What follows belongs to an exercise in optimizing a design on an open flow for a short achievable clock period and few clock cycles; a production flow would make more cautious choices. The RTL was checked by simulation tests, not by an equivalence proof against the original design. Power is estimated from default activity; no workload was simulated.

run A:
==> flow/design.v (excerpt) <==
module cpu_top (
    input  logic        clk,
    input  logic        rst_n,
    input  logic        mode,
    input  logic [3:0]  REG_addr_dbg,
    input  logic        reg_sel_dbg,
    output logic [12:0] imem_addr,
    input  logic [31:0] imem_rdata,
    output logic [12:0] dmem_addr,
    output logic [31:0] dmem_wdata,
    output logic        dmem_wen,
    output logic        dmem_en,
    input  logic [31:0] dmem_rdata,
    output logic [31:0] status_reg,
    output logic [15:0] REG_dbg
);
    logic [31:0] pc_f, ras;
    logic [31:0] ins;
    assign ins = imem_rdata;
    assign imem_addr = pc_f[12:0];
    logic f_uses_rs, f_uses_rt, f_wr_e, f_wr_w, f_jump, f_jal, f_beq, f_bne, f_jr;
    logic f_ld, f_sw, f_rmw, f_mem, f_mul, f_mul_lo, f_flags, f_use_imm, f_lui, f_munsigned;
    logic [3:0] f_wd;
    logic [9:0] f_cls;
    logic [1:0] f_msize;
    control_unit_multi DEC (
        .ins(ins), .uses_rs(f_uses_rs), .uses_rt(f_uses_rt), .wr_e(f_wr_e), .wr_w(f_wr_w),
        .wd(f_wd), .jump(f_jump), .jal(f_jal), .beq(f_beq), .bne(f_bne), .jr(f_jr),
        .ld(f_ld), .sw(f_sw), .rmw(f_rmw), .mem(f_mem), .mul(f_mul), .mul_lo(f_mul_lo),
        .set_flags(f_flags), .use_imm(f_use_imm), .lui(f_lui), .cls(f_cls),
        .msize(f_msize), .munsigned(f_munsigned)
    );
    logic [3:0] f_rs, f_rt;
    assign f_rs = ins[24:21];
    assign f_rt = ins[19:16];
    logic [31:0] f_imm, f_pc4, f_next;
    logic f_taken, f_zpred, f_zval, e_zadd, e_zsub;
    assign e_zadd = &(~(e_a ^ e_op2 ^ {e_a[30:0] | e_op2[30:0], 1'b0}));
    assign e_zsub = (e_a == e_op2);
    assign f_zpred = e_valid & e_wr_e & (e_cls[0] | e_cls[1])
                   & (((f_rs == e_wd) & (f_rt == 4'd0)) | ((f_rt == e_wd) & (f_rs == 4'd0)));
    assign f_zval = e_cls[0] ? e_zadd : e_zsub;
    assign f_taken = f_zpred ? ((f_bne & ~f_zval) | (f_beq & f_zval))
                             : ((f_bne & (f_rs != f_rt)) | (f_beq & (f_rs == f_rt)));
    imm_signed IMM (.imm_val(ins[15:0]), .upbound(f_lui), .b_val(f_imm));
    program_count PCN (
        .pc(pc_f), .ins(ins), .jump(f_jump), .bne(f_taken), .jr(f_jr), .ras(ras),
  ...
For scale: about 180 I/O pins, roughly 0.12 mm² of cells after synthesis.
export LEC_CHECK = 0
export CAP_MARGIN = 20
export CORE_MARGIN = 2
export CORE_UTILIZATION = 40
export SLEW_MARGIN = 20
export SYNTH_HIERARCHICAL = 1
create_clock -name core_clock -period 12.0 [get_ports {clk}]
standard.sh (not shown) runs the stock make flow with config.mk's settings and CLKGATE_MAP_FILE= SYNTH_SCRIPT=/design/flow/synth_recipe.tcl, a recipe that flattens the netlist after the stock synthesis.
==> flow/flow/run.sh <==
#!/bin/bash
set -euo pipefail
bash standard.sh synth > synth.log 2>&1
DU="$(awk '/export DONT_USE_CELLS \+=/{f=1; next} f{print; if ($0 !~ /\\$/) f=0}' \
      "$FLOW_HOME/platforms/sky130hd/config.mk" | tr -d '\\' | tr -s ' \n' ' ')"
DU="$DU sky130_fd_sc_hd__clkinvlp_2 sky130_fd_sc_hd__clkinvlp_4"
bash standard.sh SETUP_SLACK_MARGIN=6.5 "DONT_USE_CELLS=$DU" finish > standard.log 2>&1
Run A was carried through to the last stage, and its layout satisfied the timing, DRC and antenna checks.
Testbench counts of run A, summed over its fixed seeds: cycles 42,690.
Input changes introduced in run B (baseline for comparison: run A):
-- flow/flow/run.sh --
<<< run A, line 6
DU="$DU sky130_fd_sc_hd__clkinvlp_2 sky130_fd_sc_hd__clkinvlp_4"
bash standard.sh SETUP_SLACK_MARGIN=6.5 "DONT_USE_CELLS=$DU" finish > standard.log 2>&1
>>> run B, line 6
DU="$DU sky130_fd_sc_hd__clkinvlp_2 sky130_fd_sc_hd__clkinvlp_4"
bash standard.sh SETUP_SLACK_MARGIN=7.5 "DONT_USE_CELLS=$DU" finish > standard.log 2>&1
==> run notes <==
When run B is set beside run A, its count of placed standard cells in the final layout, fillers left out turns out to be 243 larger.
Per the comparison of run B with run A, final period utilization saw an increase, number of multi-input logic gates closely matched the old numbers.
Run B ended up with a higher net switching power figure than run A did.
Run A ended up with REG_dbg[7] as its last element of the critical path; run B ended up with REG_dbg[11].
Compared with run A, the router placed more vias in run B.
Higher number of global-route vias before repair among run B and run A: run B
Run comparison: run B leading cell type in the layout, fill and taps excluded nand2_1; run A leading cell type in the layout, fill and taps excluded inv_1
Cell area ended up 0.0099 mm² higher on run B than on run A.
Re sequential share of layout area: run B is 1.8 points down on run A.
For total leakage power, dividing the value from run A by the value from run B gives 0.942.
Input changes introduced in run C (baseline for comparison: run B):
==> flow/flow/run.sh <==
#!/bin/bash
set -euo pipefail
bash standard.sh SETUP_SLACK_MARGIN=6.5 finish > standard.log 2>&1
Notes after the runs:
Max depth of the most critical reg-to-reg path across run B and run C: run B
Measured against each other, run B and run C differ in final standard cell utilization of the core, the lower figure coming from run C.
Cell type of the slowest stage on the worst timing path: nand3_4 -> run C, a22oi_2 -> run B
On run C: share of final layout cell area taken by non-clock buffers is 2.9 points lower than what run B gave.
Diff run B..run C | residual DRC count | unchanged
Against run B, run C reports a sequential share of layout area that is higher.
Clock latency reported for the late side of the worst-skew pair down 20 ps in run C wrt run B
Portion of total power attributed to the clock network was higher in run C than in run B.
Comparing run B and run C, placement-stage worst setup slack is higher on run C.

[re-timing with driven ports]
No port has a modelled driver above. Below, the same layouts with a new extraction and two added sets of constraints.
Step 1, drivers: a clkbuf_16 drives clk and a buf_2 each remaining input, both assumed.
Step 2 moves the port delays by t, midway between the first and last clock arrival at a register: inputs arrive t later, outputs are due t later. That takes back most of the time a late clock gives input paths.
Three values: ideal, step 1, step 2; two values: the first two.
run	shift t [ns]	slack for setup (ns)	latest minus earliest clock arrival (ns)	worst register clock-pin slew, ns	pins driven straight from the clock port
run A	0.997	5.783 / 5.704 / 5.321	0.144 / 0.144	0.08 / 0.08	1
run B	0.998	5.693 / 5.627 / 5.627	0.119 / 0.119	0.08 / 0.08	1
run C	1.009	5.600 / 5.525 / 5.430	0.090 / 0.090	0.07 / 0.07	1
After both steps setup and hold are still met in every run listed. For run A, which loses most, drivers alone change the setup slack by -0.079 ns; drivers and shift together by -0.462 ns.
